Context: an optimization exercise on an open-source flow, tuned for small area and a short achievable clock period. The choices shown serve that exercise and are no tape-out recipe. Where RTL was checked, it was by simulation tests only, not by an equivalence proof against the original. Power figures rest on the tool's default switching activity, not on a simulated workload.

Design rtc_top, start of the top module:
module rtc_top (
                input logic         clk_i,
                input logic         rstn_i,
                input logic         date_update_i,
                input logic [31:0]  date_i,
                output logic [31:0] date_o,
                input logic         clock_update_i,
                output logic [21:0] clock_o,
                input logic [21:0]  clock_i,
                input logic [9:0]   init_sec_cnt_i,
                input logic         calibre_update_i,
                input logic [15:0]  calibre_sec_cnt_i,
                output logic [15:0] calibre_sec_cnt_o,
                input logic         timer_update_i,
                input logic         timer_enable_i,
                input logic         timer_retrig_i,
                input logic [16:0]  timer_target_i,
                output logic [16:0] timer_value_o,
                input logic         alarm_enable_i,
                input logic [5:0]   alarm_mask_i,
                input logic         alarm_update_clock_i,
                input logic [21:0]  alarm_clock_i,
                output logic [21:0] alarm_clock_o,
                input logic         alarm_update_date_i,
                input logic [31:0]  alarm_date_i,
                output logic [31:0] alarm_date_o,
                input logic         event_flag_update_i,
                input logic [1:0]   event_flag_i,
                output logic [1:0]  event_flag_o,
                output logic        event_o
                );
clock: 5.0 ns
lec_check: 0
cap_margin: 20
core_margin: 2
core_utilization: 40
cts_buf_list: sky130_fd_sc_hd__clkbuf_8
cts_cluster_size: 10
setup_slack_margin: 2.3
slew_margin: 20
standard.sh (not shown) runs the stock make flow with config.mk's settings and CLKGATE_MAP_FILE= SYNTH_SCRIPT=/design/flow/synth_recipe.tcl, a recipe that flattens the netlist after the stock synthesis.
==> flow/flow/run.sh <==
#!/bin/bash
# The standard layout, with two changes:
#  - synthesis maps the logic with flow/abc_map.script instead of ORFS's abc_speed.script
#    (flow/synth_abc.tcl is synth_recipe.tcl with that abc call swapped);
#  - the port buffers are made from the smallest buffer cell.
# Each tool writes its full log under orfs/logs; the make output goes to standard.log.
set -euo pipefail
HERE=$(pwd)
export ABC_SCRIPT=$HERE/flow/abc_map.script
export ABC_D=2000
export BUFFER_PORTS_ARGS="-buffer_cell sky130_fd_sc_hd__buf_1"
bash standard.sh SYNTH_SCRIPT=$HERE/flow/synth_abc.tcl finish > standard.log 2>&1
==> flow/flow/abc_map.script <==
strash
&get -n
&fraig -x
&put
dc2
dc2
strash
&get -n
&dch -f
&nf {D}
&put
buffer -c
upsize {D}
dnsize {D}
stime -p
==> flow/flow/synth_abc.tcl <==
proc synth {args} { yosys synth -nofsm -noshare {*}$args }
# abc with the mapping script named by ABC_SCRIPT and the delay target ABC_D (ps);
# the rest is synth_recipe.tcl unchanged
proc abc {args} {
  set i [lsearch -exact $args -script]
  if { $i >= 0 } { set args [lreplace $args [expr {$i + 1}] [expr {$i + 1}] $::env(ABC_SCRIPT)] }
  set j [lsearch -exact $args -D]
  if { $j >= 0 && [info exists ::env(ABC_D)] } { set args [lreplace $args [expr {$j + 1}] [expr {$j + 1}] $::env(ABC_D)] }
  yosys abc {*}$args
}
source $::env(SCRIPTS_DIR)/synth.tcl
# left out here: clear keep_hierarchy, flatten, clean up, hide names made inside functions, write 1_2_yosys.v
Change:
--- a/flow/flow/abc_map.script
+++ b/flow/flow/abc_map.script
@@ -4,0 +5 @@
+scorr
@@ -6 +7 @@
-dc2
+dretime
The changed run completed with no timing, DRC or antenna violations.
Global-route usage went down by 0.48 points.
Count of clock-buffer cells in the layout came out lower by 1.
Sequential power is about the same.
Wire length fell by a few percent.
Change:
Settings changed: SETUP_SLACK_MARGIN 2.3 to 2.45.
Effect:
- wire length came out higher by 1.4%
- register-to-register slack improves by 80 ps
- design area came out higher by 2.0%
- area after synthesis is unchanged
- final cell count came out higher by 0.75%
- synthesized cell count stays the same
- total power came out lower by 1.4%
- count of clock-buffer cells in the layout is unchanged
- critical path depth came out higher by 1
No run of this note included a check of the RTL's function; only the layout flow was run.


Another version of the RTL of rtc_top (not shown whole).
Size in the first run: ~320 I/O pins, about 10,000 um^2 of cells after synthesis.
Settings: LEC_CHECK=0, CAP_MARGIN=20, CORE_MARGIN=2, CORE_UTILIZATION=40, CTS_BUF_LIST=sky130_fd_sc_hd__clkbuf_8, CTS_CLUSTER_SIZE=8, SETUP_SLACK_MARGIN=2.5, SLEW_MARGIN=20; clock period 5.0 ns.
==> flow/flow/abc_map.script <==
strash
&get -n
&fraig -x
&put
scorr
dc2
dretime
strash
&get -n
&dch -f
&nf {D}
&put
buffer -c
upsize {D}
dnsize {D}
stime -p
Scripts as last shown in full above: flow/flow/run.sh, flow/flow/synth_abc.tcl
The starting point passed the timing, design-rule and antenna checks.
==> next run, changes <==
- CTS_CLUSTER_SIZE: 8 -> 10
- SETUP_SLACK_MARGIN: 2.5 -> 2.4
Result:
- The changed run finished clean
- power climbs by about 1.2%
- final cell count drops by about 0.43%
- global-route usage drops by 0.27 points
- flip-flop and latch count is unchanged
- routed wire length drops by 0.50%
- worst hold slack improves by 8.0 ps
- area after synthesis is unchanged
- synthesized cell count stays the same
- fmax climbs by about 1.4%
- setup slack improves by 34 ps
==> next run, changes <==
- CTS_BUF_LIST: sky130_fd_sc_hd__clkbuf_8 -> sky130_fd_sc_hd__clkbuf_8 sky130_fd_sc_hd__clkbuf_16
- CTS_CLUSTER_SIZE: 10 -> unset
- SETUP_SLACK_MARGIN: 2.4 -> 2.3
After rerunning: The new run completed without violations; die area is unchanged; sequential cell count stays the same; routed wire length grows by 0.56%; global-route usage came out higher by 0.14 points.
==> next run, changes <==
- CTS_BUF_LIST: sky130_fd_sc_hd__clkbuf_8 sky130_fd_sc_hd__clkbuf_16 -> sky130_fd_sc_hd__clkbuf_8
- CTS_CLUSTER_SIZE: unset -> 10
- GPL_TIMING_DRIVEN: unset -> 1
Clock skew stays flat.
Register-to-register slack barely changes.
Routed wire length shrinks by 0.54%.
Cell area fell by 1.6%.
Worst setup slack stays flat.
Total power decreases by 9.0%.
Critical path depth does not change.
First-iteration DRC count grows by 0.93%.


Another version of the RTL of rtc_top (not shown whole).
Size in the first run: ~920 cells after synthesis, ~170 flip-flops, ~9500 µm² of cells after synthesis.
export LEC_CHECK = 0
export CAP_MARGIN = 20
export CORE_MARGIN = 2
export CORE_UTILIZATION = 40
export SLEW_MARGIN = 20
create_clock -name core_clock -period 5.0 [get_ports {clk_i}]
==> flow/flow/run.sh <==
#!/bin/bash
set -euo pipefail
export BUFFER_PORTS_ARGS="-buffer_cell sky130_fd_sc_hd__buf_1"
bash standard.sh finish > standard.log 2>&1
The first run finished with timing, DRC and antenna clean.
Rerun with:
==> flow/run.sh (new file) <==
#!/bin/bash
# synth_recipe.tcl (not shown) runs the flow's synth.tcl, then flattens the netlist and writes it again
# the make line also repeats each setting of config.mk as NAME=value (left out here)
make -C /OpenROAD-flow-scripts/flow DESIGN_CONFIG=/design/flow/config.mk WORK_HOME=/design/flow/orfs CLKGATE_MAP_FILE= SYNTH_SCRIPT=/design/flow/synth_recipe.tcl finish
removed: flow/flow/run.sh
removed: flow/standard.sh
=> Routed wire length went up by a few percent; total power went up by a few percent; sequential share of layout area went down by 5.0 points; count of clock-buffer cells in the layout went up by 2; fmax went down by a little under a tenth; die area is unchanged; cell count is unchanged; final area went up by about a fifth; hold slack stays flat.


rtc_top, a different RTL version from the one above (not shown whole).
Size: roughly 980 cells after synthesis.
// rtc_top
module rtc_top (
                input logic         clk_i,
                input logic         rstn_i,
                input logic         date_update_i,
                input logic [31:0]  date_i,
                output logic [31:0] date_o,
                input logic         clock_update_i,
                output logic [21:0] clock_o,
                input logic [21:0]  clock_i,
                input logic [9:0]   init_sec_cnt_i,
                input logic         calibre_update_i,
                input logic [15:0]  calibre_sec_cnt_i,
                output logic [15:0] calibre_sec_cnt_o,
                input logic         timer_update_i,
                input logic         timer_enable_i,
                input logic         timer_retrig_i,
                input logic [16:0]  timer_target_i,
                output logic [16:0] timer_value_o,
                input logic         alarm_enable_i,
                input logic [5:0]   alarm_mask_i,
                input logic         alarm_update_clock_i,
                input logic [21:0]  alarm_clock_i,
                output logic [21:0] alarm_clock_o,
                input logic         alarm_update_date_i,
                input logic [31:0]  alarm_date_i,
                output logic [31:0] alarm_date_o,
                input logic         event_flag_update_i,
                input logic [1:0]   event_flag_i,
                output logic [1:0]  event_flag_o,
                output logic        event_o
                );
Settings: LEC_CHECK=0, ABC_CLOCK_PERIOD_IN_PS=2000, CAP_MARGIN=20, CORE_MARGIN=2, CORE_UTILIZATION=40, SETUP_SLACK_MARGIN=2.8, SLEW_MARGIN=20; clock period 5.0 ns.
==> flow/flow/run.sh <==
#!/bin/bash
set -euo pipefail
export BUFFER_PORTS_ARGS="-buffer_cell sky130_fd_sc_hd__buf_1"
bash standard.sh finish > standard.log 2>&1
The baseline completed with no timing, DRC or antenna violations.
Change:
ABC_CLOCK_PERIOD_IN_PS = default   (was 2000)
SETUP_SLACK_MARGIN = default   (was 2.8)
What happened:
- The changed run ran to the end with no violations
- synthesized cell count stays the same
- hold slack degrades by 0.062 ns
- design area falls by 8.3%
- first-iteration DRC count rises by 22%
- cell count falls by 3.9%
Function was not checked in any run of this note: the RTL went through the layout flow alone.


Another version of the RTL of rtc_top (not shown whole).
For scale: roughly 190 flip-flops, roughly 320 I/O pins, roughly 0.010 mm² of cells after synthesis.
clock: 5.0 ns
lec_check: 0
cap_margin: 20
core_margin: 2
core_utilization: 40
setup_slack_margin: 2.3
slew_margin: 20
==> flow/flow/run.sh <==
#!/bin/bash
# The standard layout, with two changes:
#  - synthesis maps the logic with flow/abc_map.script instead of ORFS's abc_speed.script
#    (flow/synth_abc.tcl is synth_recipe.tcl with that abc call swapped);
#  - the port buffers are made from the smallest buffer cell.
# Each tool writes its full log under orfs/logs; the make output goes to standard.log.
set -euo pipefail
HERE=$(pwd)
export ABC_SCRIPT=$HERE/flow/abc_map.script
export ABC_D=2000
export BUFFER_PORTS_ARGS="-buffer_cell sky130_fd_sc_hd__buf_1"
bash standard.sh SYNTH_SCRIPT=$HERE/flow/synth_abc.tcl finish > standard.log 2>&1
Scripts as last shown in full above: flow/flow/abc_map.script, flow/flow/synth_abc.tcl
Edit:
- CTS_BUF_LIST: unset -> sky130_fd_sc_hd__clkbuf_8 sky130_fd_sc_hd__clkbuf_16
Total power is unchanged.
Cell area is unchanged.
Utilization does not change.
Worst hold slack stays the same.
Critical path depth is unchanged.
Global-route usage does not change.
Setup slack is unchanged.
No functional check of the RTL was part of any run of this note.

## afterwards: timing with drivers on the ports
How much do the figures lean on ideal ports? The routed layouts below were timed once more, with nothing changed but the port constraints.
Step 1 (the two cells are an assumption about what drives the block):
set clk [get_ports {clk_i}]
set_driving_cell -lib_cell sky130_fd_sc_hd__clkbuf_16 $clk
set_driving_cell -lib_cell sky130_fd_sc_hd__buf_2 [delete_from_list [all_inputs] $clk]
Step 2 also shifts input and output timing later by t, the mid clock arrival at the registers, as if the neighbouring blocks saw the same clock.
Three values: ideal ports, drivers, drivers and shift; two values: the first two.
run | shift t [ns] | setup WS [ns] | worst setup path after step 2
the first run of note 1 | 0.499 | 2.051 / 2.051 / 1.930 | input to register
the second run of note 1 | 0.499 | 2.225 / 2.236 / 1.740 | input to register
the third run of note 1 | 0.496 | 2.318 / 2.318 / 1.873 | input to register
the first run of note 2 | 0.488 | 2.456 / 2.456 / 2.022 | input to register
the second run of note 2 | 0.497 | 2.490 / 2.483 / 2.039 | input to register
the third run of note 2 | 0.474 | 2.418 / 2.418 / 2.000 | input to register
the fourth run of note 2 | 0.504 | 2.416 / 2.416 / 1.985 | input to register
the first run of note 3 | 0.466 | 0.866 / 0.821 / 1.287 | register to output
the second run of note 3 | 0.473 | 0.548 / 0.502 / 0.975 | register to output
the first run of note 4 | 0.466 | 1.493 / 1.493 / 1.349 | input to register
the second run of note 4 | 0.466 | 1.163 / 1.163 / 1.163 | register to register
the first run of note 5 | 0.480 | 2.373 / 2.373 / 1.991 | input to register
the second run of note 5 | 0.480 | 2.373 / 2.373 / 1.991 | input to register
After both steps every run listed still meets setup and hold. The setup slack of the second run of note 1, which loses most, moves by +0.011 ns with the drivers and by -0.485 ns with both steps.
